Background: an optimization exercise with open tools, aiming at small area and a short achievable clock period. Do not read the settings as production practice. Function was checked by simulation only, so behaviour that the tests miss may differ from the original. Power and IR drop assume default switching activity.

==> design.v <==
`timescale 1ns/1ns
module top_2dsys(
  input          clock,
  input          reset,
  input  [127:0] io_in,
  input          io_rw_co,
  input          io_ping_pong_wr,
  input          io_ping_pong_rd,
  input          io_wr_input,
  output         io_wr_ready,
  input          io_start,
  input          io_iormac,
  output         io_sys_busy,
  input          io_rd_output,
  output         io_rd_ready,
  output [127:0] io_out
);
  reg rst_q;
  always @(posedge clock) rst_q <= reset;
  reg        wr_rdy, wr_idle;
  reg  [1:0] wsel;    
  reg  [4:0] waddr;
  wire       wr_fsm = ~wr_idle;
  always @(posedge clock) begin
    wr_rdy  <= ~reset & io_wr_input;
    wr_idle <= reset | ~io_wr_input;
    if (wr_idle & io_wr_input) wsel <= {~io_rw_co, ~io_ping_pong_wr};
    waddr   <= wr_fsm ? waddr + 5'd1 : 5'd0;
  end
  wire  [6:0]   widx = {wsel, waddr};
  wire [31:0]   din  = rst_q ? 32'd0 : io_in[31:0];
  wire [4095:0] mem;
  genvar g;
  generate
    for (g = 0; g < 128; g = g + 1) begin : word
      reg [31:0] d;
      always @(posedge clock)
        if (rst_q | (wr_fsm & (widx == g))) d <= din;
      assign mem[32*g +: 32] = d;
    end
  endgenerate
  reg  [1:0] fsm;     
  reg        busy;
  reg  [2:0] im;
  reg  [1:0] dc;
  reg [31:0] selp, selq;    
  reg  [1:0] fsm_n;
  always @* begin
    fsm_n = fsm;
    case (fsm)
      2'd0: if (io_start) fsm_n = 2'd1;
      2'd1: if (!io_start) fsm_n = 2'd2;
      2'd2: if (!im[2]) fsm_n = 2'd3;
      2'd3: if (dc == 2'd3) fsm_n = 2'd0;
    endcase
    if (reset) fsm_n = 2'd0;
  end
  wire comp = fsm == 2'd1;
  always @(posedge clock) begin
    fsm  <= fsm_n;
    busy <= fsm_n != 2'd0;
    im   <= {im[1:0], io_iormac} | {3{reset}};
    dc   <= (fsm == 2'd3) ? dc + 2'd1 : 2'd0;
    if (comp) begin
      selp <= {selp[30:0], selp[31]};
      selq <= {selq[30:0], selq[31]};
    end else begin
      selp <= {31'd0,  io_ping_pong_rd};
      selq <= {31'd0, ~io_ping_pong_rd};
    end
  end
  reg [31:0] xrd, wrd;
  integer i;
  always @* begin
    xrd = 32'd0;
    wrd = 32'd0;
    for (i = 0; i < 32; i = i + 1) begin
      xrd = xrd | ({32{selp[i]}} & mem[32*i +: 32])
                | ({32{selq[i]}} & mem[32*(32+i) +: 32]);
      wrd = wrd | ({32{selp[i]}} & mem[32*(64+i) +: 32])
                | ({32{selq[i]}} & mem[32*(96+i) +: 32]);
    end
  end
  wire [47:0] wrdg;
  genvar gb;
  generate
    for (gb = 0; gb < 4; gb = gb + 1) begin : benc
      booth_enc enc (.w(wrd[8*gb +: 8]), .dg(wrdg[12*gb +: 12]));
    end
  endgenerate
  wire       go   = ~reset & comp & io_start;
  wire       kill = reset | (comp & ~io_start);
  reg [31:0] xr;
  reg [47:0] wr;
  reg  [7:0] xd [0:3][1:3];
  reg [11:0] wdl [0:3][1:3];
  integer r;
  always @(posedge clock) begin
    xr <= go ? xrd : 32'd0;
    wr <= go ? wrdg : 48'd0;
    for (r = 0; r < 4; r = r + 1) begin
      xd[r][1]  <= kill ? 8'd0 : xr[8*r +: 8];
      xd[r][2]  <= kill ? 8'd0 : xd[r][1];
      xd[r][3]  <= kill ? 8'd0 : xd[r][2];
      wdl[r][1] <= kill ? 12'd0 : wr[12*r +: 12];
      wdl[r][2] <= kill ? 12'd0 : wdl[r][1];
      wdl[r][3] <= kill ? 12'd0 : wdl[r][2];
    end
  end
  wire [511:0] accs;
  genvar gr, gc;
  generate
    for (gr = 0; gr < 4; gr = gr + 1) begin : row
      for (gc = 0; gc < 4; gc = gc + 1) begin : col
        wire [7:0] xo = (gc == 0) ? xr[8*gr +: 8] : xd[gr][gc];
        wire [11:0] wo = (gr == 0) ? wr[12*gc +: 12] : wdl[gc][gr];
        reg  [15:0] lo, hi;
        reg   [2:0] pc;    
        reg   [1:0] cq;    
        wire  [2:0] pco;
        wire [17:0] t;     
        pe_mac mac (.x(xo), .dg(wo), .lo(lo), .pc(pc), .pco(pco), .t(t));
        always @(posedge clock) begin
          lo <= reset ? 16'd0 : t[15:0];
          pc <= reset ? 3'd0 : pco;
          cq <= reset ? 2'd0 : t[17:16];
          hi <= reset ? 16'd0 : hi + {{14{cq[1]}}, cq};
        end
        assign accs[128*gr + 32*gc +: 32] = {hi, lo};
      end
    end
  endgenerate
  reg         rd_rdy, rd_idle;
  reg   [1:0] aco;
  reg [127:0] out_q;
  wire        rd_fsm = ~rd_idle;
  wire  [1:0] nrow = rd_fsm ? aco + 2'd1 : 2'd0;
  wire        rd_n = ~reset & (rd_fsm ? (aco != 2'd3) : io_rd_output);
  always @(posedge clock) begin
    rd_rdy  <= rd_n;
    rd_idle <= ~(~reset & (rd_fsm ? (aco != 2'd3) : io_rd_output));
    aco     <= (reset | ~rd_fsm | (aco == 2'd3)) ? 2'd0 : aco + 2'd1;
    out_q   <= accs[128*nrow +: 128];
  end
  assign io_wr_ready = wr_rdy;
  assign io_sys_busy = busy;
  assign io_rd_ready = rd_rdy;
  assign io_out      = out_q;
endmodule
module pe_mac(
  input  [7:0]  x,
  input  [11:0] dg,
  input  [15:0] lo,
  input  [2:0]  pc,
  output [2:0]  pco,
  output [17:0] t
);
  wire [8:0] xe = {x[7], x};
  wire one0 = dg[0], two0 = dg[1], neg0 = dg[2];
  wire b_0_0 = (one0 & xe[0]) ^ neg0;
  wire b_0_1 = ((one0 & xe[1]) | (two0 & xe[0])) ^ neg0;
  wire b_0_2 = ((one0 & xe[2]) | (two0 & xe[1])) ^ neg0;
  wire b_0_3 = ((one0 & xe[3]) | (two0 & xe[2])) ^ neg0;
  wire b_0_4 = ((one0 & xe[4]) | (two0 & xe[3])) ^ neg0;
  wire b_0_5 = ((one0 & xe[5]) | (two0 & xe[4])) ^ neg0;
  wire b_0_6 = ((one0 & xe[6]) | (two0 & xe[5])) ^ neg0;
  wire b_0_7 = ((one0 & xe[7]) | (two0 & xe[6])) ^ neg0;
  wire b_0_8 = ((one0 & xe[8]) | (two0 & xe[7])) ^ neg0;
  wire one1 = dg[3], two1 = dg[4], neg1 = dg[5];
  wire b_1_0 = (one1 & xe[0]) ^ neg1;
  wire b_1_1 = ((one1 & xe[1]) | (two1 & xe[0])) ^ neg1;
  wire b_1_2 = ((one1 & xe[2]) | (two1 & xe[1])) ^ neg1;
  wire b_1_3 = ((one1 & xe[3]) | (two1 & xe[2])) ^ neg1;
  wire b_1_4 = ((one1 & xe[4]) | (two1 & xe[3])) ^ neg1;
  wire b_1_5 = ((one1 & xe[5]) | (two1 & xe[4])) ^ neg1;
  wire b_1_6 = ((one1 & xe[6]) | (two1 & xe[5])) ^ neg1;
  wire b_1_7 = ((one1 & xe[7]) | (two1 & xe[6])) ^ neg1;
  wire b_1_8 = ((one1 & xe[8]) | (two1 & xe[7])) ^ neg1;
  wire one2 = dg[6], two2 = dg[7], neg2 = dg[8];
  wire b_2_0 = (one2 & xe[0]) ^ neg2;
  wire b_2_1 = ((one2 & xe[1]) | (two2 & xe[0])) ^ neg2;
  wire b_2_2 = ((one2 & xe[2]) | (two2 & xe[1])) ^ neg2;
  wire b_2_3 = ((one2 & xe[3]) | (two2 & xe[2])) ^ neg2;
  wire b_2_4 = ((one2 & xe[4]) | (two2 & xe[3])) ^ neg2;
  wire b_2_5 = ((one2 & xe[5]) | (two2 & xe[4])) ^ neg2;
  wire b_2_6 = ((one2 & xe[6]) | (two2 & xe[5])) ^ neg2;
  wire b_2_7 = ((one2 & xe[7]) | (two2 & xe[6])) ^ neg2;
  wire b_2_8 = ((one2 & xe[8]) | (two2 & xe[7])) ^ neg2;
  wire one3 = dg[9], two3 = dg[10], neg3 = dg[11];
  wire b_3_0 = (one3 & xe[0]) ^ neg3;
  wire b_3_1 = ((one3 & xe[1]) | (two3 & xe[0])) ^ neg3;
  wire b_3_2 = ((one3 & xe[2]) | (two3 & xe[1])) ^ neg3;
  wire b_3_3 = ((one3 & xe[3]) | (two3 & xe[2])) ^ neg3;
  wire b_3_4 = ((one3 & xe[4]) | (two3 & xe[3])) ^ neg3;
  wire b_3_5 = ((one3 & xe[5]) | (two3 & xe[4])) ^ neg3;
  wire b_3_6 = ((one3 & xe[6]) | (two3 & xe[5])) ^ neg3;
  wire b_3_7 = ((one3 & xe[7]) | (two3 & xe[6])) ^ neg3;
  wire b_3_8 = ((one3 & xe[8]) | (two3 & xe[7])) ^ neg3;
  wire ss12 = ~b_0_8 ^ ~b_1_8 ^ ~b_2_8;
  wire sc12 = (~b_0_8 & ~b_1_8) | (~b_0_8 & ~b_2_8) | (~b_1_8 & ~b_2_8);
  wire s1 = lo[4] ^ pc[0] ^ neg2;
  wire c2 = (lo[4] & pc[0]) | (lo[4] & neg2) | (pc[0] & neg2);
  wire s3 = lo[5] ^ b_0_5;
  wire c4 = lo[5] & b_0_5;
  wire s5 = lo[6] ^ neg3 ^ b_0_6;
  wire c6 = (lo[6] & neg3) | (lo[6] & b_0_6) | (neg3 & b_0_6);
  wire s7 = b_1_4 ^ b_2_2;
  wire c8 = b_1_4 & b_2_2;
  wire s9 = lo[7] ^ b_0_7 ^ b_1_5;
  wire c10 = (lo[7] & b_0_7) | (lo[7] & b_1_5) | (b_0_7 & b_1_5);
  wire s11 = b_2_3 ^ b_3_1;
  wire c12 = b_2_3 & b_3_1;
  wire s13 = lo[8] ^ pc[1] ^ b_0_8;
  wire c14 = (lo[8] & pc[1]) | (lo[8] & b_0_8) | (pc[1] & b_0_8);
  wire s15 = b_1_6 ^ b_2_4 ^ b_3_2;
  wire c16 = (b_1_6 & b_2_4) | (b_1_6 & b_3_2) | (b_2_4 & b_3_2);
  wire s17 = lo[9] ^ b_0_8 ^ b_1_7;
  wire c18 = (lo[9] & b_0_8) | (lo[9] & b_1_7) | (b_0_8 & b_1_7);
  wire s19 = b_2_5 ^ b_3_3;
  wire c20 = b_2_5 & b_3_3;
  wire s21 = lo[10] ^ b_0_8 ^ b_1_8;
  wire c22 = (lo[10] & b_0_8) | (lo[10] & b_1_8) | (b_0_8 & b_1_8);
  wire s23 = b_2_6 ^ b_3_4;
  wire c24 = b_2_6 & b_3_4;
  wire s25 = lo[11] ^ b_0_8 ^ b_1_8;
  wire c26 = (lo[11] & b_0_8) | (lo[11] & b_1_8) | (b_0_8 & b_1_8);
  wire s27 = b_2_7 ^ b_3_5;
  wire c28 = b_2_7 & b_3_5;
  wire s29 = 1'b1 ^ lo[12] ^ pc[2];
  wire c30 = (1'b1 & lo[12]) | (1'b1 & pc[2]) | (lo[12] & pc[2]);
  wire s31 = b_3_6 ^ ss12;
  wire c32 = b_3_6 & ss12;
  wire s33 = lo[13] ^ b_3_7;
  wire c34 = lo[13] & b_3_7;
  wire s35 = lo[2] ^ neg1;
  wire c36 = lo[2] & neg1;
  wire s37 = lo[3] ^ b_0_3;
  wire c38 = lo[3] & b_0_3;
  wire s39 = b_0_4 ^ b_1_2 ^ b_2_0;
  wire c40 = (b_0_4 & b_1_2) | (b_0_4 & b_2_0) | (b_1_2 & b_2_0);
  wire s41 = b_1_3 ^ b_2_1 ^ c2;
  wire c42 = (b_1_3 & b_2_1) | (b_1_3 & c2) | (b_2_1 & c2);
  wire s43 = b_3_0 ^ c4 ^ s7;
  wire c44 = (b_3_0 & c4) | (b_3_0 & s7) | (c4 & s7);
  wire s45 = c8 ^ s11 ^ c6;
  wire c46 = (c8 & s11) | (c8 & c6) | (s11 & c6);
  wire s47 = c12 ^ c10 ^ s13;
  wire c48 = (c12 & c10) | (c12 & s13) | (c10 & s13);
  wire s49 = s19 ^ c14 ^ c16;
  wire c50 = (s19 & c14) | (s19 & c16) | (c14 & c16);
  wire s51 = c20 ^ s23 ^ c18;
  wire c52 = (c20 & s23) | (c20 & c18) | (s23 & c18);
  wire s53 = c24 ^ s27 ^ c22;
  wire c54 = (c24 & s27) | (c24 & c22) | (s27 & c22);
  wire s55 = s29 ^ c28 ^ c26;
  wire c56 = (s29 & c28) | (s29 & c26) | (c28 & c26);
  wire s57 = c30 ^ s33 ^ sc12;
  wire c58 = (c30 & s33) | (c30 & sc12) | (s33 & sc12);
  wire s59 = lo[14] ^ ~b_3_8;
  wire c60 = lo[14] & ~b_3_8;
  wire s61 = lo[0] ^ neg0;
  wire c62 = lo[0] & neg0;
  wire s63 = lo[1] ^ b_0_1;
  wire c64 = lo[1] & b_0_1;
  wire s65 = s35 ^ b_0_2 ^ b_1_0;
  wire c66 = (s35 & b_0_2) | (s35 & b_1_0) | (b_0_2 & b_1_0);
  wire s67 = c36 ^ b_1_1 ^ s37;
  wire c68 = (c36 & b_1_1) | (c36 & s37) | (b_1_1 & s37);
  wire s69 = s1 ^ c38 ^ s39;
  wire c70 = (s1 & c38) | (s1 & s39) | (c38 & s39);
  wire s71 = s3 ^ c40 ^ s41;
  wire c72 = (s3 & c40) | (s3 & s41) | (c40 & s41);
  wire s73 = c42 ^ s5 ^ s43;
  wire c74 = (c42 & s5) | (c42 & s43) | (s5 & s43);
  wire s75 = s9 ^ c44 ^ s45;
  wire c76 = (s9 & c44) | (s9 & s45) | (c44 & s45);
  wire s77 = s15 ^ c46 ^ s47;
  wire c78 = (s15 & c46) | (s15 & s47) | (c46 & s47);
  wire s79 = s17 ^ c48 ^ s49;
  wire c80 = (s17 & c48) | (s17 & s49) | (c48 & s49);
  wire s81 = s21 ^ c50 ^ s51;
  wire c82 = (s21 & c50) | (s21 & s51) | (c50 & s51);
  wire s83 = s25 ^ c52 ^ s53;
  wire c84 = (s25 & c52) | (s25 & s53) | (c52 & s53);
  wire s85 = c54 ^ s55 ^ s31;
  wire c86 = (c54 & s55) | (c54 & s31) | (s55 & s31);
  wire s87 = c32 ^ c56 ^ s57;
  wire c88 = (c32 & c56) | (c32 & s57) | (c56 & s57);
  wire s89 = c34 ^ s59 ^ c58;
  wire c90 = (c34 & s59) | (c34 & c58) | (s59 & c58);
  wire s91 = 1'b1 ^ lo[15] ^ c60;
  wire c92 = (1'b1 & lo[15]) | (1'b1 & c60) | (lo[15] & c60);
  wire [17:0] ra = {1'b1, 1'b1, s91, c88, c86, c84, c82, c80, c78, c76, c74, c72, c70, c68, c66, c64, c62, s61};
  wire [17:0] rb = {1'b0, c92, c90, s89, s87, s85, s83, s81, s79, s77, s75, s73, s71, s69, s67, s65, s63, b_0_0};
  wire [4:0] sg0 = ra[3:0] + rb[3:0];
  assign pco[0] = sg0[4];
  wire [4:0] sg1 = ra[7:4] + rb[7:4];
  assign pco[1] = sg1[4];
  wire [4:0] sg2 = ra[11:8] + rb[11:8];
  assign pco[2] = sg2[4];
  wire [6:0] sg3 = ra[17:12] + rb[17:12];
  assign t = {sg3[5:0], sg2[3:0], sg1[3:0], sg0[3:0]};
endmodule
module booth_enc(
  input  [7:0]  w,
  output [11:0] dg
);
  wire [8:0] we = {w, 1'b0};
  genvar i;
  generate
    for (i = 0; i < 4; i = i + 1) begin : d
      wire a = we[2*i+2], b = we[2*i+1], c = we[2*i];
      assign dg[3*i]   = b ^ c;
      assign dg[3*i+1] = (a & ~b & ~c) | (~a & b & c);
      assign dg[3*i+2] = a;
    end
  endgenerate
endmodule
==> run.sh <==
#!/bin/bash
# synth_recipe.tcl (not shown) runs the flow's synth.tcl, then flattens the netlist and writes it again
# the make line also repeats each setting of config.mk as NAME=value (left out here)
make -C /OpenROAD-flow-scripts/flow DESIGN_CONFIG=/design/flow/config.mk WORK_HOME=/design/flow/orfs CLKGATE_MAP_FILE= SYNTH_SCRIPT=/design/flow/synth_recipe.tcl finish
==> config.mk <==
export PLATFORM = sky130hd
export DESIGN_NAME = top_2dsys
export DESIGN_NICKNAME = top_2dsys
export VERILOG_FILES = /design/flow/design.v
export SDC_FILE = /design/flow/constraint.sdc
export NUM_CORES = 8
export LEC_CHECK = 0
export CAP_MARGIN = 20
export CORE_MARGIN = 2
export CORE_UTILIZATION = 45
export CTS_CLUSTER_DIAMETER = 100
export CTS_CLUSTER_SIZE = 20
export SLEW_MARGIN = 30
==> constraint.sdc <==
create_clock -name core_clock -period 12.0 [get_ports {clock}]
set_input_delay 2.4000 -clock core_clock [delete_from_list [all_inputs] [get_ports {clock}]]
set_output_delay 2.4000 -clock core_clock [all_outputs]
set_load 0.01 [all_outputs]
==> metrics.json, run 1 <==
{
  "status": {"value": "finished clean"},
  "layout_worst_path_cycle_share": {"value": 37.3, "unit": "%"},
  "total_cts_buffers": {"value": 310},
  "io-pin-count": {"value": 268},
  "yosysWarnings": {"value": 3},
  "postSynth.topFlopCell": {"value": "sky130_fd_sc_hd__edfxtp_1"},
  "clock.fmax": {"value": 223, "unit": "MHz"},
  "cts_resized": {"value": 0},
  "share_comb_of_total_power": {"value": 15.2, "unit": "%"},
  "timing.hold.worst.class": {"value": "flip-flop to flip-flop"},
  "final-instance-count-excl-fill": {"value": 22401},
  "dp.cells": {"value": 21881},
  "drt_drc_violations_left": {"value": 0},
  "fin_nets": {"value": 17011},
  "r2r.worst_path.cells": {"value": 13},
  "detail_route.wl_per_cell": {"value": 37.2, "unit": "um"},
  "worst-endpoint-required": {"value": 12.83, "unit": "ns"},
  "rsz0062_at_grt": {"value": "no"},
  "buffer_ports.inserted": {"value": 171},
  "drt-total-wl": {"value": 833000, "unit": "um"},
  "synth_cell_type_count": {"value": 60},
  "fin_setup_tns": {"value": 0, "unit": "ns"},
  "via_per_inst": {"value": 6.59},
  "slowest_stage": {"value": "sky130_fd_sc_hd__nor4b_1"},
  "final-max-slew-violation-count": {"value": 0},
  "synthesized_instance_count": {"value": 15655},
  "power-per-cell-area": {"value": 159, "unit": "nW/um2"},
  "drv.max_cap_violation_count": {"value": 0},
  "synthesis.area": {"value": 224000, "unit": "um2"},
  "post_cts_hold_buffer_count": {"value": 0},
  "root_buffer": {"value": "sky130_fd_sc_hd__clkbuf_16"},
  "worst_setup_path_start_kind": {"value": "flip-flop"},
  "firstDrtPassIters": {"value": 6},
  "die_height": {"value": 709, "unit": "um"},
  "ys_ff_latch": {"value": 5222},
  "asyncSetResetFlopFracSynth": {"value": 0, "unit": "%"},
  "finalPower": {"value": 38.9, "unit": "mW"},
  "leading_cell_type_in_the_layout_fill_and_taps_excluded": {"value": "sky130_fd_sc_hd__edfxtp_1"},
  "clockPowerShare": {"value": 28.8, "unit": "%"},
  "critPathMaxFanout": {"value": 9},
  "dp.final_hpwl": {"value": 472000, "unit": "um"},
  "die-area": {"value": 503000, "unit": "um2"},
  "area_growth_syn_to_layout": {"value": 9.37, "unit": "%"},
  "synth-compound-area-share": {"value": 12.8, "unit": "%"},
  "worst-slew-pin-transition": {"value": 1.16, "unit": "ns"},
  "synth_seq_area_share": {"value": 65.0, "unit": "%"},
  "die_wd": {"value": 709, "unit": "um"},
  "first_pass_grt_wire_length": {"value": 1130000, "unit": "um"},
  "core-area": {"value": 496000, "unit": "um2"},
  "synth_xor_area_share": {"value": 3.30, "unit": "%"},
  "synth_edf_count": {"value": 4098},
  "post_synth.cell_area_avg": {"value": 14.3, "unit": "um2"},
  "setup-violations-final": {"value": 0},
  "launch_point_of_the_worst_reg_to_reg_path": {"value": "xr[15]"},
  "tritoncts": {"value": "yes"},
  "antenna_violating_nets_post_route": {"value": 0},
  "worstHoldEndpoint": {"value": "im[2]"},
  "startpoint_to_endpoint_class_of_the_critical_path": {"value": "flip-flop to flip-flop"},
  "routabilityCongestion": {"value": 0.856},
  "adder_cell_share_of_the_synthesized_area": {"value": 9.44, "unit": "%"},
  "min-delay-start": {"value": "im[1]"},
  "swShare": {"value": 27.2, "unit": "%"},
  "clockBufferDepth": {"value": 4},
  "grt_max_degree": {"value": 183},
  "design_area": {"value": 245000, "unit": "um2"},
  "synth_simple_gate_area_share": {"value": 5.75, "unit": "%"},
  "final_layout_size_suffix_gt1_share": {"value": 7.01, "unit": "%"},
  "worstPathCellList": {"value": "o21ai_0, xnor2_1, inv_1, fa_1, inv_1, fa_1, inv_1, fa_1, ha_1, a21o_1, a21oi_1, nor2b_1, nor4b_1"},
  "peakVddDrop": {"value": 0.148, "unit": "mV"},
  "power.switching": {"value": 10.6, "unit": "mW"},
  "antenna_found_initial": {"value": 61},
  "hold_viol_final": {"value": 0},
  "cts_setup_buffers": {"value": 0},
  "global_route.usage.total": {"value": 32.3, "unit": "%"},
  "most_frequent_cells_in_the_layout": {"value": "sky130_fd_sc_hd__edfxtp_1 (4098), sky130_fd_sc_hd__inv_1 (1103), sky130_fd_sc_hd__dfxtp_1 (1058), sky130_fd_sc_hd__a22o_1 (888), sky130_fd_sc_hd__a221oi_1 (887)"},
  "critical-path-max-stage-delay": {"value": 0.67, "unit": "ns"},
  "clock_sink_count": {"value": 5222},
  "placedInstanceArea": {"value": 236000, "unit": "um2"},
  "row_count": {"value": 259},
  "num_vias": {"value": 147675},
  "cts-htree-levels": {"value": 5},
  "global_route.overflow_total": {"value": 0},
  "cell_family_with_most_cp_delay": {"value": "adder cells"},
  "power.leakage": {"value": 90.4, "unit": "nW"},
  "start_util": {"value": 45.1, "unit": "%"},
  "reg2reg_setup_slack": {"value": 7.52, "unit": "ns"},
  "worstSkewPairLatency": {"value": 1.05, "unit": "ns"},
  "relative_slew_slack": {"value": 22.5, "unit": "%"},
  "final.setup_skew": {"value": 0.0777, "unit": "ns"},
  "critical_path_buf_inv_count": {"value": 3},
  "internal_dissipation": {"value": 28.3, "unit": "mW"},
  "first_global_vias": {"value": 136888},
  "post-route-min-period": {"value": 4.48, "unit": "ns"},
  "crit_arrival": {"value": 5.31, "unit": "ns"},
  "hold_depth": {"value": 1},
  "detail_route.iter0.violations": {"value": 25932},
  "seq_power_share": {"value": 55.9, "unit": "%"},
  "synthMuxAreaShare": {"value": 0.0699, "unit": "%"},
  "synth_top_family_by_area": {"value": "compound AO/OA/AOI/OAI gates"},
  "clock_pin_slew_on_the_worst_setup_and_hold_paths": {"value": 0.08, "unit": "ns"},
  "critPathCaptureType": {"value": "flip-flop"},
  "reg2reg_to": {"value": "row[1].col[0].cq[1]"},
  "syn-num-nets": {"value": 17126}
}
## per-stage QoR
step                      hold slack, ns  worst slack (ns)  util (%)
final                              0.413              7.52      49.3
after global placement             0.392              6.70      47.2
after global routing               0.435              7.17      49.3
after detailed placement           0.395              6.72      47.4
after CTS                          0.415              7.47      49.3
after floorplan                    0.389              5.66         -
## cell families (layout without fill, tap and decap cells)
logic type               after synthesis  in the layout
flip-flops                          5222           5222
AO/OA/AOI/OAI                       3664           3664
AND/OR/NAND/NOR                     2475           2475
buffers and inverters               2102           2154
adder cells (fa/ha/maj)             1334           1334
XOR/XNOR                             844            844
multiplexers                          14             14
other                                  0             39
## power groups by stage
stage	registers [mW]	logic [mW]	clock network [mW]
after floorplan	22.0	3.78	0
after global placement	22.2	5.69	0
after detailed placement	22.2	5.82	0
after CTS	21.8	5.85	11.2
after global routing	21.9	6.49	11.8
final	21.8	5.93	11.2
## registers in the layout, summed over array words and instances, names as in the netlist, 3 cells and up
register    cells
wdl           144
wr             48
xr             32
selq           32
out_q         128
row.col.cq     32
row.col.hi    256
row.col.pc     48
selp           32
word.d       4096
waddr           5
im              3
xd             96
row.col.lo    256
## how the worst max path moves through the flow
stage                         from                    to  slack, ns  cells past startpoint
after floorplan           io_in[0]          word[0].d[0]       5.66                      1
after CTS                   xr[15]   row[1].col[0].cq[1]       7.47                     13
after global routing        xr[15]   row[1].col[0].cq[1]       7.17                     13
after detailed placement     reset  row[3].col[2].hi[14]       6.72                      6
final                       xr[15]   row[1].col[0].cq[1]       7.52                     13
after global placement       reset  row[2].col[2].hi[14]       6.70                      6
## routing by layer
metal	vias to the layer above	track usage (%)	part of all wire [%]
met5	-	0	0.026
met2	11658	49.2	44
met3	2531	9.52	15
li1	58778	-	-
met1	74682	42.9	36
met4	26	14.6	5.7
## final cells by class
cell class | count | area, um2
well taps | 6655 | 8330
diodes | 39 | 97.6
repair buffers | 572 | 5760
clock inverters | 53 | 649
flip-flops and latches | 5222 | 146000
clock buffers | 426 | 8380
fillers | 42732 | 252000
inverters | 1103 | 4140
multi-input cells | 8331 | 71600
## cells in the mapped netlist, drive strengths merged (17+ instances only)
cell type,instances,share of area (%)
nand2b,42,0.12
nand3,73,0.16
nor3,211,0.47
a21o,220,0.74
buf,284,0.54
o21ai,186,0.42
a31oi,170,0.48
nor4,50,0.14
nand4,260,0.73
and3,61,0.17
and2,297,0.83
o31a,18,0.070
a221oi,888,3.5
nand2,379,0.64
or3,17,0.048
nor2,583,0.98
xor2,350,1.4
clkbuf,715,1.2
a22o,888,3.5
o41ai,21,0.12
or4,27,0.092
xnor2,494,1.9
o21a,44,0.15
dfxtp,1124,10
inv,1103,1.9
a211oi,181,0.61
fa,592,5.3
a22oi,720,2.4
ha,742,4.1
edfxtp,4098,55
a21oi,232,0.52
nor2b,400,1.1
o21bai,47,0.16
or2,27,0.075
==> run 2: changes to the inputs <==
==> flow/run.sh (new file) <==
#!/bin/bash
# Layout: the standard flow (standard.sh) with two changes to how the
# layout is made: the port buffers are buf_4 cells instead of the flow's
# default choice (a delay buffer), and setup repair aims at a larger slack
# margin.  Synthesis, floorplan, power grid, CTS and routing are the
# standard steps.  make's full output goes to standard_flow.log here; the
# ORFS step logs stay under orfs/logs/.
set -euo pipefail
bash standard.sh finish \
  "BUFFER_PORTS_ARGS=-buffer_cell sky130_fd_sc_hd__buf_4" \
  SETUP_SLACK_MARGIN=8 > standard_flow.log 2>&1
==> standard.sh (new file) <==
#!/bin/bash
# synth_recipe.tcl (not shown) runs the flow's synth.tcl, then flattens the netlist and writes it again
# the make line also repeats each setting of config.mk as NAME=value (left out here)
make -C /OpenROAD-flow-scripts/flow DESIGN_CONFIG=/design/flow/config.mk WORK_HOME=/design/flow/orfs CLKGATE_MAP_FILE= SYNTH_SCRIPT=/design/flow/synth_recipe.tcl "${@:-finish}"
removed: run.sh
==> run 2 against run 1 <==
Effect of this change: count of clock-buffer cells in the layout shrank 14; register-to-register slack better by 0.20 ns; via count is 0.18% higher; hold slack lost 0.0025 ns; cell area barely moved; sequential share of layout area about the same.
==> metrics.json, run 2 <==
{
  "startpoint_to_endpoint_class_of_the_critical_path": {"value": "flip-flop to flip-flop"},
  "slowest_stage": {"value": "sky130_fd_sc_hd__or4_1"},
  "relative_slew_slack": {"value": 20.9, "unit": "%", "change": "-1.6 points"},
  "syn-num-nets": {"value": 17126, "change": "unchanged"},
  "die_wd": {"value": 709, "unit": "um", "change": "unchanged"},
  "worst-slew-pin-transition": {"value": 1.19, "unit": "ns", "change": "+0.0243 ns"},
  "synth_cell_type_count": {"value": 60, "change": "unchanged"},
  "final_layout_size_suffix_gt1_share": {"value": 9.16, "unit": "%", "change": "+2.1 points"},
  "worstSkewPairLatency": {"value": 1.05, "unit": "ns", "change": "about the same"},
  "total_cts_buffers": {"value": 309, "change": "-0.32%"},
  "first_global_vias": {"value": 136402, "change": "-0.36%"},
  "first_pass_grt_wire_length": {"value": 1120000, "unit": "um", "change": "-0.30%"},
  "synth_area_leader_cell": {"value": "sky130_fd_sc_hd__edfxtp_1"},
  "start_util": {"value": 45.1, "unit": "%", "change": "unchanged"},
  "asyncSetResetFlopFracSynth": {"value": 0, "unit": "%", "change": "unchanged"},
  "synth_top_family_by_area": {"value": "compound AO/OA/AOI/OAI gates"},
  "cts-htree-levels": {"value": 5, "change": "unchanged"},
  "detail_route.iter0.violations": {"value": 25672, "change": "-1.0%"},
  "antenna_found_initial": {"value": 63, "change": "+3.3%"},
  "critical-path-max-stage-delay": {"value": 0.79, "unit": "ns", "change": "+0.12 ns"},
  "clock_pin_slew_on_the_worst_setup_and_hold_paths": {"value": 0.09, "unit": "ns", "change": "about the same"},
  "final_core_utilization": {"value": 49.3, "unit": "%", "change": "about the same"},
  "ys_ff_latch": {"value": 5222, "change": "unchanged"},
  "design_area": {"value": 245000, "unit": "um2", "change": "about the same"},
  "synth_xor_area_share": {"value": 3.30, "unit": "%", "change": "unchanged"},
  "synthesis.area": {"value": 224000, "unit": "um2", "change": "unchanged"},
  "peakVddDrop": {"value": 0.149, "unit": "mV", "change": "+0.48%"},
  "critPathCaptureType": {"value": "flip-flop"},
  "most_frequent_cells_in_the_layout": {"value": "sky130_fd_sc_hd__edfxtp_1 (4098), sky130_fd_sc_hd__inv_1 (1101), sky130_fd_sc_hd__dfxtp_1 (943), sky130_fd_sc_hd__a22o_1 (888), sky130_fd_sc_hd__a221oi_1 (887)"},
  "post_synth.cell_area_avg": {"value": 14.3, "unit": "um2", "change": "unchanged"},
  "crit_arrival": {"value": 5.19, "unit": "ns", "change": "-0.12 ns"},
  "io-pin-count": {"value": 268, "change": "unchanged"},
  "critPathMaxFanout": {"value": 23, "change": "+14"},
  "setup.worst_path.start": {"value": "selp[6]"},
  "worst_setup_path_start_kind": {"value": "flip-flop"},
  "antenna_violating_nets_post_route": {"value": 0, "change": "unchanged"},
  "rsz0062_at_grt": {"value": "no"},
  "via_per_inst": {"value": 6.61, "change": "+0.29%"},
  "post_cts_hold_buffer_count": {"value": 0, "change": "unchanged"},
  "critical-path-top-cell-by-count": {"value": "sky130_fd_sc_hd__buf_4"},
  "detail_route.wl_per_cell": {"value": 37.2, "unit": "um", "change": "about the same"},
  "fin_setup_tns": {"value": 0, "unit": "ns", "change": "unchanged"},
  "synth.most_common_cell": {"value": "sky130_fd_sc_hd__edfxtp_1"},
  "die_height": {"value": 709, "unit": "um", "change": "unchanged"},
  "largest_register_ffs": {"value": 4096, "change": "unchanged"},
  "post-route-min-period": {"value": 4.28, "unit": "ns", "change": "-0.195 ns"},
  "global_route.overflow_total": {"value": 0, "change": "unchanged"},
  "routabilityCongestion": {"value": 0.846, "change": "-1.2%"},
  "critical_path_buf_inv_count": {"value": 2, "change": "-1"},
  "timing.hold.worst.class": {"value": "flip-flop to flip-flop"},
  "drt-total-wl": {"value": 833000, "unit": "um", "change": "about the same"},
  "worst-endpoint-required": {"value": 12.91, "unit": "ns", "change": "+0.08 ns"},
  "power.leakage": {"value": 91.1, "unit": "nW", "change": "+0.74%"},
  "hold_viol_final": {"value": 0, "change": "unchanged"},
  "registers.top_by_ff_count": {"value": "word.d"},
  "tritoncts": {"value": "yes"},
  "die-area": {"value": 503000, "unit": "um2", "change": "unchanged"},
  "row_count": {"value": 259, "change": "unchanged"},
  "post_synth_most_frequent_cells": {"value": "sky130_fd_sc_hd__edfxtp_1 (4098), sky130_fd_sc_hd__dfxtp_1 (1124), sky130_fd_sc_hd__inv_1 (1103), sky130_fd_sc_hd__a22o_1 (888), sky130_fd_sc_hd__a221oi_1 (887)"},
  "area_growth_syn_to_layout": {"value": 9.46, "unit": "%", "change": "about the same"},
  "launch_point_of_the_worst_reg_to_reg_path": {"value": "selp[6]"},
  "power-per-cell-area": {"value": 159, "unit": "nW/um2", "change": "-0.18%"},
  "num_vias": {"value": 147944, "change": "+0.18%"},
  "yosysWarnings": {"value": 3, "change": "unchanged"},
  "leading_cell_type_in_the_layout_fill_and_taps_excluded": {"value": "sky130_fd_sc_hd__edfxtp_1"},
  "layout_worst_path_cycle_share": {"value": 35.7, "unit": "%", "change": "-1.6 points"},
  "cell_family_with_most_cp_delay": {"value": "simple AND/OR/NAND/NOR gates"},
  "min-delay-start": {"value": "im[0]"},
  "status": {"value": "finished clean"},
  "grt.busiest_layer": {"value": "met2"},
  "adder_cell_share_of_the_synthesized_area": {"value": 9.44, "unit": "%", "change": "unchanged"},
  "worstPathCellList": {"value": "buf_4, buf_4, a221oi_1, nand4_1, or4_1, nand4b_1, a21oi_1"},
  "drv.max_cap_violation_count": {"value": 0, "change": "unchanged"},
  "grt_max_degree": {"value": 177, "change": "-3.3%"},
  "synth-compound-area-share": {"value": 12.8, "unit": "%", "change": "unchanged"},
  "synthMuxAreaShare": {"value": 0.0699, "unit": "%", "change": "unchanged"},
  "synthesized_instance_count": {"value": 15655, "change": "unchanged"},
  "postSynth.topFlopCell": {"value": "sky130_fd_sc_hd__edfxtp_1"},
  "clock_sink_count": {"value": 5222, "change": "unchanged"},
  "firstDrtPassIters": {"value": 6, "change": "unchanged"},
  "core-area": {"value": 496000, "unit": "um2", "change": "unchanged"},
  "fin_nets": {"value": 17020, "change": "+0.053%"},
  "final-max-slew-violation-count": {"value": 0, "change": "unchanged"},
  "buffer_ports.inserted": {"value": 171, "change": "unchanged"},
  "layout_top_registers": {"value": "word.d x4096, row.col.hi x256, row.col.lo x256"},
  "final.setup_skew": {"value": 0.104, "unit": "ns", "change": "+0.0259 ns"},
  "global_route.usage.total": {"value": 32.2, "unit": "%", "change": "-0.10 points"},
  "clock.fmax": {"value": 234, "unit": "MHz", "change": "+4.6%"},
  "drt_drc_violations_left": {"value": 0, "change": "unchanged"},
  "post_synth_main_area_contributors": {"value": "sky130_fd_sc_hd__edfxtp_1 (55%), sky130_fd_sc_hd__dfxtp_1 (10%), sky130_fd_sc_hd__fa_1 (5.3%), sky130_fd_sc_hd__ha_1 (4.1%), sky130_fd_sc_hd__a22o_1 (3.5%)"},
  "synth_seq_area_share": {"value": 65.0, "unit": "%", "change": "unchanged"},
  "setup-violations-final": {"value": 0, "change": "unchanged"},
  "synth_simple_gate_area_share": {"value": 5.75, "unit": "%", "change": "unchanged"},
  "grt.met2_usage": {"value": 48.8, "unit": "%", "change": "-0.38 points"},
  "placedInstanceArea": {"value": 235000, "unit": "um2", "change": "-0.19%"},
  "grt_use_met1": {"value": 43.0, "unit": "%", "change": "+0.097 points"},
  "globalRouteMet3Util": {"value": 9.53, "unit": "%", "change": "+0.010 points"},
  "finalPower": {"value": 38.9, "unit": "mW", "change": "about the same"},
  "yosysTopAreaCellShare": {"value": 55.0, "unit": "%", "change": "unchanged"},
  "root_buffer": {"value": "sky130_fd_sc_hd__clkbuf_16"},
  "clockBufferDepth": {"value": 4, "change": "unchanged"},
  "synth_edf_count": {"value": 4098, "change": "unchanged"},
  "dp.final_hpwl": {"value": 470000, "unit": "um", "change": "-0.43%"}
}
run 2: cell counts after synthesis:
No cell type changed its count.
run 2: report_power, final:
group          switching (mW)  internal, mW  leakage, nW
registers               0.744          21.0         51.3
clock network            6.17          5.04         4.31
logic                    3.69          2.22         35.4
total                    10.6          28.3         91.1
run 2: area by class of cell:
class	instances	area, um2
Multi-Input combinational cell	8331	72000
Inverter	1103	4140
Timing Repair Buffer	582	5510
Fill cell	42396	251000
Sequential cell	5222	146000
Clock buffer	412	8300
Tap cell	6655	8330
Antenna cell	27	67.6
Clock inverter	44	602
run 2: worst paths after layout:
path / to / slack, ns / cells past startpoint
setup / recovery: wr[4] / 7.72 / 7
hold / removal: im[1] / 0.41 / 1
setup reg to reg: wr[4] / 7.72 / 7
hold reg to reg: im[1] / 0.41 / 1
run 2: metrics by stage:
step / cells / worst slack [ns] / hold WS [ns]
after floorplan: 15655 / 8.09 / 0.389
after global placement: 21837 / 6.74 / 0.398
after detailed placement: 21872 / 6.75 / 0.396
after CTS: 22337 / 7.94 / 0.414
after global routing: 22351 / 7.97 / 0.428
final: 22376 / 7.72 / 0.410
run 2: logic make-up after synthesis:
logic type               count (synthesis)
XOR/XNOR                               844
buffers and inverters                 2102
adder cells (fa/ha/maj)               1334
multiplexers                            14
flip-flops                            5222
AND/OR/NAND/NOR                       2475
AO/OA/AOI/OAI                         3664
run 2: timing repair:
item	in CTS	in global routing
gates resized for setup	84	144
pin swaps	10	12
buffers inserted	9	7
setup endpoints to repair	455	80
run 2: metal layers:
| layer | share of wire [%] | vias to the layer above |
|---|---|---|
| met5 | 0.033 | - |
| met2 | 43 | 11394 |
| li1 | - | 58769 |
| met1 | 36 | 75198 |
| met4 | 5.9 | 24 |
| met3 | 15 | 2559 |
==> run 3: changes to the inputs <==
--- a/design.v
+++ b/design.v
@@ -18,24 +18,26 @@
   reg rst_q;
   always @(posedge clock) rst_q <= reset;
   reg        wr_rdy, wr_idle;
-  reg  [1:0] wsel;    
-  reg  [4:0] waddr;
+  reg  [3:0] wbuf;
+  reg [31:0] wptr;
   wire       wr_fsm = ~wr_idle;
   always @(posedge clock) begin
     wr_rdy  <= ~reset & io_wr_input;
     wr_idle <= reset | ~io_wr_input;
-    if (wr_idle & io_wr_input) wsel <= {~io_rw_co, ~io_ping_pong_wr};
-    waddr   <= wr_fsm ? waddr + 5'd1 : 5'd0;
+    if (wr_idle & io_wr_input)
+      wbuf <= 4'd1 << {~io_rw_co, ~io_ping_pong_wr};
+    if (reset | ~io_wr_input) wptr <= 32'd0;
+    else if (wr_fsm)          wptr <= {wptr[30:0], wptr[31]};
+    else                      wptr <= 32'd1;
   end
-  wire  [6:0]   widx = {wsel, waddr};
-  wire [31:0]   din  = rst_q ? 32'd0 : io_in[31:0];
+  wire [31:0]   din = rst_q ? 32'd0 : io_in[31:0];
   wire [4095:0] mem;
   genvar g;
   generate
     for (g = 0; g < 128; g = g + 1) begin : word
       reg [31:0] d;
       always @(posedge clock)
-        if (rst_q | (wr_fsm & (widx == g))) d <= din;
+        if (rst_q | (wbuf[g / 32] & wptr[g % 32])) d <= din;
       assign mem[32*g +: 32] = d;
     end
   endgenerate
@@ -43,7 +45,7 @@
   reg        busy;
   reg  [2:0] im;
   reg  [1:0] dc;
-  reg [31:0] selp, selq;    
+  reg [31:0] sxp, sxq, swp, swq;
   reg  [1:0] fsm_n;
   always @* begin
     fsm_n = fsm;
@@ -62,11 +64,15 @@
     im   <= {im[1:0], io_iormac} | {3{reset}};
     dc   <= (fsm == 2'd3) ? dc + 2'd1 : 2'd0;
     if (comp) begin
-      selp <= {selp[30:0], selp[31]};
-      selq <= {selq[30:0], selq[31]};
+      sxp <= {sxp[30:0], sxp[31]};
+      sxq <= {sxq[30:0], sxq[31]};
+      swp <= {swp[30:0], swp[31]};
+      swq <= {swq[30:0], swq[31]};
     end else begin
-      selp <= {31'd0,  io_ping_pong_rd};
-      selq <= {31'd0, ~io_ping_pong_rd};
+      sxp <= {31'd0,  io_ping_pong_rd};
+      sxq <= {31'd0, ~io_ping_pong_rd};
+      swp <= {31'd0,  io_ping_pong_rd};
+      swq <= {31'd0, ~io_ping_pong_rd};
     end
   end
   reg [31:0] xrd, wrd;
@@ -75,36 +81,43 @@
     xrd = 32'd0;
     wrd = 32'd0;
     for (i = 0; i < 32; i = i + 1) begin
-      xrd = xrd | ({32{selp[i]}} & mem[32*i +: 32])
-                | ({32{selq[i]}} & mem[32*(32+i) +: 32]);
-      wrd = wrd | ({32{selp[i]}} & mem[32*(64+i) +: 32])
-                | ({32{selq[i]}} & mem[32*(96+i) +: 32]);
+      xrd = xrd | ({32{sxp[i]}} & mem[32*i +: 32])
+                | ({32{sxq[i]}} & mem[32*(32+i) +: 32]);
+      wrd = wrd | ({32{swp[i]}} & mem[32*(64+i) +: 32])
+                | ({32{swq[i]}} & mem[32*(96+i) +: 32]);
     end
   end
-  wire [47:0] wrdg;
+  wire       go = ~reset & comp & io_start;
+  reg        kill_q;
+  wire       clr = reset | kill_q;
+  reg [31:0] xa, wa;
+  always @(posedge clock) begin
+    kill_q <= comp & ~io_start;
+    xa     <= go ? xrd : 32'd0;
+    wa     <= go ? wrd : 32'd0;
+  end
+  wire [47:0] wadg;
   genvar gb;
   generate
     for (gb = 0; gb < 4; gb = gb + 1) begin : benc
-      booth_enc enc (.w(wrd[8*gb +: 8]), .dg(wrdg[12*gb +: 12]));
+      booth_enc enc (.w(wa[8*gb +: 8]), .dg(wadg[12*gb +: 12]));
     end
   endgenerate
-  wire       go   = ~reset & comp & io_start;
-  wire       kill = reset | (comp & ~io_start);
   reg [31:0] xr;
   reg [47:0] wr;
   reg  [7:0] xd [0:3][1:3];
   reg [11:0] wdl [0:3][1:3];
   integer r;
   always @(posedge clock) begin
-    xr <= go ? xrd : 32'd0;
-    wr <= go ? wrdg : 48'd0;
+    xr <= clr ? 32'd0 : xa;
+    wr <= clr ? 48'd0 : wadg;
     for (r = 0; r < 4; r = r + 1) begin
-      xd[r][1]  <= kill ? 8'd0 : xr[8*r +: 8];
-      xd[r][2]  <= kill ? 8'd0 : xd[r][1];
-      xd[r][3]  <= kill ? 8'd0 : xd[r][2];
-      wdl[r][1] <= kill ? 12'd0 : wr[12*r +: 12];
-      wdl[r][2] <= kill ? 12'd0 : wdl[r][1];
-      wdl[r][3] <= kill ? 12'd0 : wdl[r][2];
+      xd[r][1]  <= clr ? 8'd0 : xr[8*r +: 8];
+      xd[r][2]  <= clr ? 8'd0 : xd[r][1];
+      xd[r][3]  <= clr ? 8'd0 : xd[r][2];
+      wdl[r][1] <= clr ? 12'd0 : wr[12*r +: 12];
+      wdl[r][2] <= clr ? 12'd0 : wdl[r][1];
+      wdl[r][3] <= clr ? 12'd0 : wdl[r][2];
     end
   end
   wire [511:0] accs;
@@ -121,10 +134,10 @@
         wire [17:0] t;     
         pe_mac mac (.x(xo), .dg(wo), .lo(lo), .pc(pc), .pco(pco), .t(t));
         always @(posedge clock) begin
-          lo <= reset ? 16'd0 : t[15:0];
-          pc <= reset ? 3'd0 : pco;
-          cq <= reset ? 2'd0 : t[17:16];
-          hi <= reset ? 16'd0 : hi + {{14{cq[1]}}, cq};
+          lo <= rst_q ? 16'd0 : t[15:0];
+          pc <= rst_q ? 3'd0 : pco;
+          cq <= rst_q ? 2'd0 : t[17:16];
+          hi <= rst_q ? 16'd0 : hi + {{14{cq[1]}}, cq};
         end
         assign accs[128*gr + 32*gc +: 32] = {hi, lo};
       end
@@ -132,16 +145,26 @@
   endgenerate
   reg         rd_rdy, rd_idle;
   reg   [1:0] aco;
+  reg   [3:0] rsel;
   reg [127:0] out_q;
   wire        rd_fsm = ~rd_idle;
-  wire  [1:0] nrow = rd_fsm ? aco + 2'd1 : 2'd0;
-  wire        rd_n = ~reset & (rd_fsm ? (aco != 2'd3) : io_rd_output);
+  wire        rd_n   = ~reset & (rd_fsm ? (aco != 2'd3) : io_rd_output);
+  wire  [1:0] aco_n  = (reset | ~rd_fsm | (aco == 2'd3)) ? 2'd0 : aco + 2'd1;
+  wire  [1:0] nrow_n = rd_n ? aco_n + 2'd1 : 2'd0;
   always @(posedge clock) begin
     rd_rdy  <= rd_n;
-    rd_idle <= ~(~reset & (rd_fsm ? (aco != 2'd3) : io_rd_output));
-    aco     <= (reset | ~rd_fsm | (aco == 2'd3)) ? 2'd0 : aco + 2'd1;
-    out_q   <= accs[128*nrow +: 128];
+    rd_idle <= ~rd_n;
+    aco     <= aco_n;
+    rsel    <= reset ? 4'd0 : 4'd1 << nrow_n;
+  end
+  reg [127:0] orow;
+  integer q;
+  always @* begin
+    orow = 128'd0;
+    for (q = 0; q < 4; q = q + 1)
+      orow = orow | ({128{rsel[q]}} & accs[128*q +: 128]);
   end
+  always @(posedge clock) out_q <= orow;
   assign io_wr_ready = wr_rdy;
   assign io_sys_busy = busy;
   assign io_rd_ready = rd_rdy;
==> run 3 against run 2 <==
Effect of this change: cell area rose by 0.65%; still clean on timing, DRC and antenna; fmax rose by 6.9%; die area rose by 1.0%; largest power group unchanged; critical endpoint is now word[28].d[7]; critical path type unchanged; highest routed layer unchanged; wire length fell by 1.2%.
==> metrics.json, run 3 <==
{
  "final-max-slew-violation-count": {"value": 0, "change": "unchanged"},
  "worst-endpoint-required": {"value": 12.62, "unit": "ns", "change": "-0.29 ns"},
  "worst_setup_path_start_kind": {"value": "flip-flop"},
  "num_vias": {"value": 146994, "change": "-0.64%"},
  "status": {"value": "finished clean"},
  "first_pass_grt_wire_length": {"value": 1120000, "unit": "um", "change": "-0.76%"},
  "core-area": {"value": 501000, "unit": "um2", "change": "+0.91%"},
  "most_frequent_cells_in_the_layout": {"value": "sky130_fd_sc_hd__edfxtp_1 (4100), sky130_fd_sc_hd__a22oi_1 (1592), sky130_fd_sc_hd__inv_1 (1115), sky130_fd_sc_hd__dfxtp_1 (1021), sky130_fd_sc_hd__ha_1 (738)"},
  "detail_route.wl_per_cell": {"value": 36.4, "unit": "um", "change": "-2.3%"},
  "die-area": {"value": 508000, "unit": "um2", "change": "+1.0%"},
  "yosysWarnings": {"value": 3, "change": "unchanged"},
  "largest_register_ffs": {"value": 4096, "change": "unchanged"},
  "routabilityCongestion": {"value": 0.854, "change": "+0.98%"},
  "startpoint_to_endpoint_class_of_the_critical_path": {"value": "flip-flop to flip-flop"},
  "synthesized_instance_count": {"value": 15696, "change": "+0.26%"},
  "clock_sink_count": {"value": 5384, "change": "+3.1%"},
  "fin_nets": {"value": 17149, "change": "+0.76%"},
  "peakVddDrop": {"value": 0.111, "unit": "mV", "change": "-26%"},
  "fin_setup_tns": {"value": 0, "unit": "ns", "change": "unchanged"},
  "syn-num-nets": {"value": 17163, "change": "+0.22%"},
  "antenna_violating_nets_post_route": {"value": 0, "change": "unchanged"},
  "synth_seq_area_share": {"value": 65.8, "unit": "%", "change": "+0.77 points"},
  "synth_edf_count": {"value": 4100, "change": "+0.049%"},
  "post_synth_most_frequent_cells": {"value": "sky130_fd_sc_hd__edfxtp_1 (4100), sky130_fd_sc_hd__a22oi_1 (1592), sky130_fd_sc_hd__dfxtp_1 (1284), sky130_fd_sc_hd__inv_1 (1116), sky130_fd_sc_hd__clkbuf_1 (822)"},
  "ys_ff_latch": {"value": 5384, "change": "+3.1%"},
  "via_per_inst": {"value": 6.50, "change": "-1.7%"},
  "post_synth_main_area_contributors": {"value": "sky130_fd_sc_hd__edfxtp_1 (54%), sky130_fd_sc_hd__dfxtp_1 (11%), sky130_fd_sc_hd__a22oi_1 (5.3%), sky130_fd_sc_hd__fa_1 (5.2%), sky130_fd_sc_hd__ha_1 (4.1%)"},
  "global_route.overflow_total": {"value": 0, "change": "unchanged"},
  "critPathCaptureType": {"value": "flip-flop"},
  "clock.fmax": {"value": 250, "unit": "MHz", "change": "+6.9%"},
  "start_util": {"value": 45.1, "unit": "%", "change": "+0.061 points"},
  "clock_pin_slew_on_the_worst_setup_and_hold_paths": {"value": 0.08, "unit": "ns", "change": "about the same"},
  "layout_top_registers": {"value": "word.d x4096, row.col.hi x256, row.col.lo x256"},
  "clockBufferDepth": {"value": 4, "change": "unchanged"},
  "synth_cell_type_count": {"value": 62, "change": "+3.3%"},
  "firstDrtPassIters": {"value": 6, "change": "unchanged"},
  "antenna_found_initial": {"value": 58, "change": "-7.9%"},
  "relative_slew_slack": {"value": 18.7, "unit": "%", "change": "-2.2 points"},
  "detail_route.iter0.violations": {"value": 25769, "change": "+0.38%"},
  "cts-htree-levels": {"value": 5, "change": "unchanged"},
  "drv.max_cap_violation_count": {"value": 0, "change": "unchanged"},
  "crit_arrival": {"value": 4.62, "unit": "ns", "change": "-0.57 ns"},
  "power.leakage": {"value": 92.0, "unit": "nW", "change": "+1.0%"},
  "critPathMaxFanout": {"value": 74, "change": "+220%"},
  "post_synth.cell_area_avg": {"value": 14.4, "unit": "um2", "change": "+0.78%"},
  "post-route-min-period": {"value": 4.00, "unit": "ns", "change": "-0.278 ns"},
  "drt_drc_violations_left": {"value": 0, "change": "unchanged"},
  "tritoncts": {"value": "yes"},
  "drt-total-wl": {"value": 823000, "unit": "um", "change": "-1.2%"},
  "power-per-cell-area": {"value": 154, "unit": "nW/um2", "change": "-3.0%"},
  "total_cts_buffers": {"value": 313, "change": "+1.3%"},
  "grt_max_degree": {"value": 137, "change": "-23%"},
  "registers.top_by_ff_count": {"value": "word.d"},
  "hold_viol_final": {"value": 0, "change": "unchanged"},
  "rsz0062_at_grt": {"value": "yes"},
  "setup-violations-final": {"value": 0, "change": "unchanged"},
  "synthesis.area": {"value": 226000, "unit": "um2", "change": "+1.0%"},
  "synth.most_common_cell": {"value": "sky130_fd_sc_hd__edfxtp_1"},
  "dp.final_hpwl": {"value": 461000, "unit": "um", "change": "-1.8%"},
  "die_height": {"value": 713, "unit": "um", "change": "+0.52%"},
  "root_buffer": {"value": "sky130_fd_sc_hd__clkbuf_16"},
  "first_global_vias": {"value": 136507, "change": "+0.077%"},
  "asyncSetResetFlopFracSynth": {"value": 0, "unit": "%", "change": "unchanged"},
  "leading_cell_type_in_the_layout_fill_and_taps_excluded": {"value": "sky130_fd_sc_hd__edfxtp_1"},
  "buffer_ports.inserted": {"value": 171, "change": "unchanged"},
  "global_route.usage.total": {"value": 31.5, "unit": "%", "change": "-0.71 points"},
  "post_cts_hold_buffer_count": {"value": 0, "change": "unchanged"},
  "worstSkewPairLatency": {"value": 1.05, "unit": "ns", "change": "about the same"},
  "io-pin-count": {"value": 268, "change": "unchanged"},
  "die_wd": {"value": 713, "unit": "um", "change": "+0.52%"},
  "final.setup_skew": {"value": 0.0847, "unit": "ns", "change": "-0.0190 ns"},
  "final_layout_size_suffix_gt1_share": {"value": 9.36, "unit": "%", "change": "+0.21 points"},
  "synth_area_leader_cell": {"value": "sky130_fd_sc_hd__edfxtp_1"},
  "layout_worst_path_cycle_share": {"value": 33.4, "unit": "%", "change": "-2.3 points"},
  "final_core_utilization": {"value": 49.2, "unit": "%", "change": "-0.13 points"},
  "timing.hold.worst.class": {"value": "flip-flop to flip-flop"},
  "area_growth_syn_to_layout": {"value": 9.03, "unit": "%"},
  "worst-slew-pin-transition": {"value": 1.22, "unit": "ns", "change": "+0.0327 ns"},
  "row_count": {"value": 260, "change": "+0.39%"},
  "postSynth.topFlopCell": {"value": "sky130_fd_sc_hd__edfxtp_1"},
  "yosysTopAreaCellShare": {"value": 54.4, "unit": "%", "change": "-0.54 points"}
}
[run 3: cell types whose count changed after synthesis, moves of 107 or more]
| cell | delta |
|---|---|
| sky130_fd_sc_hd__a22o_1 | -308 |
| sky130_fd_sc_hd__nand2_1 | -120 |
| sky130_fd_sc_hd__a31oi_1 | -135 |
| sky130_fd_sc_hd__clkbuf_1 | +107 |
| sky130_fd_sc_hd__a221oi_1 | -300 |
| sky130_fd_sc_hd__and2_1 | +145 |
| sky130_fd_sc_hd__a22oi_1 | +872 |
| sky130_fd_sc_hd__dfxtp_1 | +160 |
| sky130_fd_sc_hd__a211oi_1 | -142 |
[run 3: per-stage QoR]
| step | cells | total power [mW] | setup slack, ns | hold WS [ns] | area [um2] |
|---|---|---|---|---|---|
| 5_1_grt | 22604 | 39.1 | 7.96 | 0.439 | 247000 |
| 3_3_place_gp | 21998 | 26.7 | 7.14 | 0.397 | 236000 |
| 4_1_cts | 22583 | 37.9 | 7.98 | 0.425 | 246000 |
| 2_1_floorplan | 15696 | 25.2 | 8.09 | 0.383 | 226000 |
| 6_report | 22620 | 38.0 | 8.00 | 0.424 | 247000 |
| 3_5_place_dp | 22015 | 26.9 | 7.27 | 0.411 | 236000 |
[run 3: final cells by class]
class,instances,area [um2]
tap,6681,8360
timing repair buffer,594,5060
fill,42850,254000
inverter,1116,4190
multi-input combinational,8273,70500
sequential,5384,149000
antenna,17,42.5
clock inverter,39,477
clock buffer,516,8720
[run 3: layer usage]
| layer | part of all wire (%) | GRT usage (%) | vias up |
|---|---|---|---|
| met2 | 45 | 49.3 | 11216 |
| met4 | 5.7 | 13.6 | 54 |
| met3 | 14 | 7.58 | 2303 |
| met1 | 36 | 42.1 | 74489 |
| met5 | 0.045 | 0 | - |
| li1 | - | - | 58932 |
[run 3: timing repair]
item | CTS | global route
cloned | 0 | 0
gates resized for setup | 89 | 147
pin swaps | 13 | 12
setup buffers | 13 | 16
setup endpoints to repair | 460 | 71
[run 3: worst max-delay path: stages (launching register included)]
cell                      delay, ns
sky130_fd_sc_hd__dfxtp_4       0.80
sky130_fd_sc_hd__buf_6         0.55
sky130_fd_sc_hd__buf_6         0.55
sky130_fd_sc_hd__a21o_2        0.76
sky130_fd_sc_hd__buf_4         0.73
[run 3: worst paths after layout]
path | start | to | slack [ns] | cells past startpoint
worst max-delay path | rst_q | word[28].d[7] | 8.00 | 4
worst min register to register | dc[0] | dc[0] | 0.42 | 1
worst min-delay path | dc[0] | dc[0] | 0.42 | 1
worst max register to register | rst_q | word[28].d[7] | 8.00 | 4
[run 3: power by group]
part	switching, mW	internal (mW)
combinational	2.91	1.59
sequential	0.646	21.4
clock	6.31	5.10
total	9.86	28.1
[run 3: cells by family after synthesis]
family	count (synthesis)	synth area share [%]
buffers and inverters	2039	3.38
AND/OR/NAND/NOR	2246	5.27
adder cells (fa/ha/maj)	1330	9.32
XOR/XNOR	862	3.34
flip-flops	5384	65.8
AO/OA/AOI/OAI	3814	12.8
multiplexers	21	0.108
==> run 4: changes to the inputs <==
--- a/design.v
+++ b/design.v
@@ -15,8 +15,11 @@
   output         io_rd_ready,
   output [127:0] io_out
 );
-  reg rst_q;
-  always @(posedge clock) rst_q <= reset;
+  reg rst_q, rst_nq;
+  always @(posedge clock) begin
+    rst_q  <= reset;
+    rst_nq <= ~reset;
+  end
   reg        wr_rdy, wr_idle;
   reg  [3:0] wbuf;
   reg [31:0] wptr;
@@ -88,13 +91,13 @@
     end
   end
   wire       go = ~reset & comp & io_start;
-  reg        kill_q;
-  wire       clr = reset | kill_q;
+  reg        go_q, clr_q;
   reg [31:0] xa, wa;
   always @(posedge clock) begin
-    kill_q <= comp & ~io_start;
-    xa     <= go ? xrd : 32'd0;
-    wa     <= go ? wrd : 32'd0;
+    go_q  <= go;
+    clr_q <= reset | (comp & ~io_start);
+    xa    <= xrd;
+    wa    <= wrd;
   end
   wire [47:0] wadg;
   genvar gb;
@@ -109,15 +112,15 @@
   reg [11:0] wdl [0:3][1:3];
   integer r;
   always @(posedge clock) begin
-    xr <= clr ? 32'd0 : xa;
-    wr <= clr ? 48'd0 : wadg;
+    xr <= go_q ? xa : 32'd0;
+    wr <= go_q ? wadg : 48'd0;
     for (r = 0; r < 4; r = r + 1) begin
-      xd[r][1]  <= clr ? 8'd0 : xr[8*r +: 8];
-      xd[r][2]  <= clr ? 8'd0 : xd[r][1];
-      xd[r][3]  <= clr ? 8'd0 : xd[r][2];
-      wdl[r][1] <= clr ? 12'd0 : wr[12*r +: 12];
-      wdl[r][2] <= clr ? 12'd0 : wdl[r][1];
-      wdl[r][3] <= clr ? 12'd0 : wdl[r][2];
+      xd[r][1]  <= clr_q ? 8'd0 : xr[8*r +: 8];
+      xd[r][2]  <= clr_q ? 8'd0 : xd[r][1];
+      xd[r][3]  <= clr_q ? 8'd0 : xd[r][2];
+      wdl[r][1] <= clr_q ? 12'd0 : wr[12*r +: 12];
+      wdl[r][2] <= clr_q ? 12'd0 : wdl[r][1];
+      wdl[r][3] <= clr_q ? 12'd0 : wdl[r][2];
     end
   end
   wire [511:0] accs;
@@ -134,10 +137,10 @@
         wire [17:0] t;     
         pe_mac mac (.x(xo), .dg(wo), .lo(lo), .pc(pc), .pco(pco), .t(t));
         always @(posedge clock) begin
-          lo <= rst_q ? 16'd0 : t[15:0];
-          pc <= rst_q ? 3'd0 : pco;
-          cq <= rst_q ? 2'd0 : t[17:16];
-          hi <= rst_q ? 16'd0 : hi + {{14{cq[1]}}, cq};
+          lo <= rst_nq ? t[15:0] : 16'd0;
+          pc <= rst_nq ? pco : 3'd0;
+          cq <= rst_nq ? t[17:16] : 2'd0;
+          hi <= rst_nq ? hi + {{14{cq[1]}}, cq} : 16'd0;
         end
         assign accs[128*gr + 32*gc +: 32] = {hi, lo};
       end
--- a/config.mk
+++ b/config.mk
@@ -7,7 +7,7 @@
 export LEC_CHECK = 0
 export CAP_MARGIN = 20
 export CORE_MARGIN = 2
-export CORE_UTILIZATION = 45
+export CORE_UTILIZATION = 60
 export CTS_CLUSTER_DIAMETER = 100
 export CTS_CLUSTER_SIZE = 20
 export SLEW_MARGIN = 30
==> run 4 against run 3 <==
Effect of this change: still clean; clock power hardly changed; sequential share of layout area is 0.51 points higher; utilization increased by 16 points; non-clock buffer count is 72 lower; critical path type unchanged; critical endpoint is now word[47].d[10]; largest cell class unchanged; largest power group unchanged.
==> metrics.json, run 4 <==
{
  "hold_viol_final": {"value": 0, "change": "unchanged"},
  "detail_route.iter0.violations": {"value": 26612, "change": "+3.3%"},
  "crit_arrival": {"value": 4.54, "unit": "ns", "change": "-0.08 ns"},
  "wl_met1": {"value": 280000, "unit": "um", "change": "-4.3%"},
  "reg2reg_setup_slack": {"value": 8.03, "unit": "ns", "change": "+0.03 ns"},
  "post_synth_most_frequent_cells": {"value": "sky130_fd_sc_hd__edfxtp_1 (4100), sky130_fd_sc_hd__dfxtp_1 (1286), sky130_fd_sc_hd__inv_1 (1132), sky130_fd_sc_hd__a221oi_1 (1025), sky130_fd_sc_hd__a22o_1 (1024)"},
  "global_route.overflow_total": {"value": 0, "change": "unchanged"},
  "row_count": {"value": 226, "change": "-13%"},
  "die_wd": {"value": 620, "unit": "um", "change": "-13%"},
  "synth_area_leader_cell": {"value": "sky130_fd_sc_hd__edfxtp_1"},
  "yosysTopAreaCellShare": {"value": 54.2, "unit": "%", "change": "-0.29 points"},
  "clockBufferDepth": {"value": 4, "change": "unchanged"},
  "clock_pin_slew_on_the_worst_setup_and_hold_paths": {"value": 0.08, "unit": "ns", "change": "about the same"},
  "buffer_ports.inserted": {"value": 171, "change": "unchanged"},
  "met2WireLength": {"value": 352000, "unit": "um", "change": "-4.4%"},
  "final_core_utilization": {"value": 64.8, "unit": "%", "change": "+16 points"},
  "antenna_violating_nets_post_route": {"value": 0, "change": "unchanged"},
  "seq_power_share": {"value": 57.4, "unit": "%", "change": "-0.7 points"},
  "post-route-min-period": {"value": 3.97, "unit": "ns", "change": "-0.0317 ns"},
  "dp.final_hpwl": {"value": 442000, "unit": "um", "change": "-4.2%"},
  "hold_depth": {"value": 1, "change": "unchanged"},
  "synthesis.area": {"value": 227000, "unit": "um2", "change": "+0.54%"},
  "synth.most_common_cell": {"value": "sky130_fd_sc_hd__edfxtp_1"},
  "peakVddDrop": {"value": 0.159, "unit": "mV", "change": "+43%"},
  "synth_edf_count": {"value": 4100, "change": "unchanged"},
  "final-max-slew-violation-count": {"value": 0, "change": "unchanged"},
  "most_frequent_cells_in_the_layout": {"value": "sky130_fd_sc_hd__edfxtp_1 (4100), sky130_fd_sc_hd__inv_1 (1129), sky130_fd_sc_hd__dfxtp_1 (1035), sky130_fd_sc_hd__a221oi_1 (1025), sky130_fd_sc_hd__a22o_1 (1024)"},
  "power-per-cell-area": {"value": 159, "unit": "nW/um2", "change": "+3.4%"},
  "synth_seq_area_share": {"value": 65.5, "unit": "%", "change": "-0.33 points"},
  "status": {"value": "finished clean"},
  "root_buffer": {"value": "sky130_fd_sc_hd__clkbuf_16"},
  "highest-signal-layer": {"value": "met5"},
  "post_synth_main_area_contributors": {"value": "sky130_fd_sc_hd__edfxtp_1 (54%), sky130_fd_sc_hd__dfxtp_1 (11%), sky130_fd_sc_hd__fa_1 (5.2%), sky130_fd_sc_hd__ha_1 (4.1%), sky130_fd_sc_hd__a221oi_1 (3.9%)"},
  "setup.worst_path.start": {"value": "rst_q"},
  "final.setup_skew": {"value": 0.120, "unit": "ns", "change": "+0.0353 ns"},
  "start_util": {"value": 60.1, "unit": "%", "change": "+15 points"},
  "firstDrtPassIters": {"value": 9, "change": "+3"},
  "worst_setup_path_start_kind": {"value": "flip-flop"},
  "registers.top_by_ff_count": {"value": "word.d"},
  "clock_sink_count": {"value": 5386, "change": "+0.037%"},
  "layout.filler_cells": {"value": 27113, "change": "-37%"},
  "setup-violations-final": {"value": 0, "change": "unchanged"},
  "worst-slew-pin-transition": {"value": 1.22, "unit": "ns", "change": "+0.00142 ns"},
  "drt-total-wl": {"value": 814000, "unit": "um", "change": "-1.0%"},
  "launch_point_of_the_worst_reg_to_reg_path": {"value": "rst_q"},
  "r2r.worst_path.cells": {"value": 4, "change": "unchanged"},
  "rsz0062_at_grt": {"value": "yes"},
  "io-pin-count": {"value": 268, "change": "unchanged"},
  "power.leakage": {"value": 92.9, "unit": "nW", "change": "+0.91%"}
}
==> run 4: changes by cell type after synthesis, sizes merged, moves of 52 or more <==
cell    delta
and2     -111
a22oi    -887
or4       +65
nor2      -85
nand2     +67
o21ai     -52
a221oi   +438
nor3      -68
a22o     +444
buf      +129
clkbuf    -70
nor2b    +116
xnor2     -86
==> run 4: repair_timing <==
item / CTS / global route
pin swaps: 12 / 11
setup buffers: 13 / 12
setup endpoints to repair: 106 / 122
hold buffers: 0 / 0
gates resized for setup: 61 / 137
==> run 4: power groups by stage <==
stage                     Combinational (mW)  Clock (mW)  Sequential (mW)
after floorplan                         3.53           0             22.5
after global placement                  4.91           0             22.7
after detailed placement                5.20           0             22.8
after CTS                               5.23        11.2             22.4
after global routing                    5.85        11.8             22.5
final                                   5.38        11.2             22.4
==> run 4: worst min path at each step <==
stage	endpoint	start	slack [ns]
5_1_grt	wr[13]	wa[8]	0.41
4_1_cts	wr[13]	wa[8]	0.41
2_1_floorplan	wr[13]	wa[8]	0.38
3_3_place_gp	wr[13]	wa[8]	0.39
3_5_place_dp	wr[37]	wa[24]	0.40
6_report	wr[13]	wa[8]	0.40
==> run 4: worst max-delay path, stage by stage, from the launching register on <==
cell	delay, ns
sky130_fd_sc_hd__dfxtp_4	0.86
sky130_fd_sc_hd__buf_4	0.63
sky130_fd_sc_hd__buf_6	0.52
sky130_fd_sc_hd__a21o_2	0.66
sky130_fd_sc_hd__buf_4	0.74
==> run 4: routing by layer <==
| layer | global-route usage, % | vias to the layer above |
|---|---|---|
| li1 | - | 58957 |
| met1 | 55.6 | 75320 |
| met2 | 62.6 | 12706 |
| met3 | 12.8 | 2841 |
| met4 | 21.7 | 38 |
| met5 | 0 | - |
==> run 4: final cells by class <==
| cell class | count | area (um2) | share of cell area, % |
|---|---|---|---|
| sequential | 5386 | 149000 | 61.0 |
| inverter | 1133 | 4260 | 1.74 |
| clock buffer | 517 | 8730 | 3.57 |
| multi-input combinational | 8144 | 70800 | 28.9 |
| antenna | 82 | 205 | 0.0838 |
| clock inverter | 30 | 422 | 0.172 |
| timing repair buffer | 522 | 4710 | 1.92 |
| tap | 5016 | 6280 | 2.56 |
==> run 4: cell families after synthesis <==
| family | synth area share, % |
|---|---|
| DFF | 65.5 |
| buffers and inverters | 3.68 |
| xor gates and xnor gates | 3.09 |
| and+or+nand+nor | 5.34 |
| adders and majority gates | 9.27 |
| AOI/OAI and AO/OA | 13.0 |
| muxes | 0.0792 |
==> run 4: through the flow <==
step                      power (mW)  setup slack, ns  hold WS [ns]  cells  area, um2
after floorplan                 26.0             8.09         0.383  15645     228000
after detailed placement        28.0             7.46         0.400  20163     234000
final                           39.0             8.03         0.402  20830     245000
after CTS                       38.8             7.96         0.409  20723     244000
after global routing            40.2             7.92         0.414  20769     245000
after global placement          27.6             7.46         0.393  20141     234000

==> port drivers added, routing unchanged <==
How much do the figures lean on ideal ports? The routed layouts below were timed once more, with nothing changed but the port constraints. Step 1 sets driving cells, clkbuf_16 on the clock port and buf_2 on the other inputs (assumed; they add their load-dependent delay and slew). Step 2 also shifts input and output timing later by t, the mid clock arrival at the registers, as if the neighbouring blocks saw the same clock. Three values: ideal ports, drivers, drivers and shift; two values: the first two.
run	shift t [ns]	setup WS [ns]
run 1	1.135	7.525 / 7.459 / 6.748
run 2	1.119	7.720 / 7.720 / 7.123
run 3	1.117	7.998 / 7.913 / 7.134
run 4	1.081	8.029 / 7.972 / 7.357
After both steps every run listed still meets setup and hold.
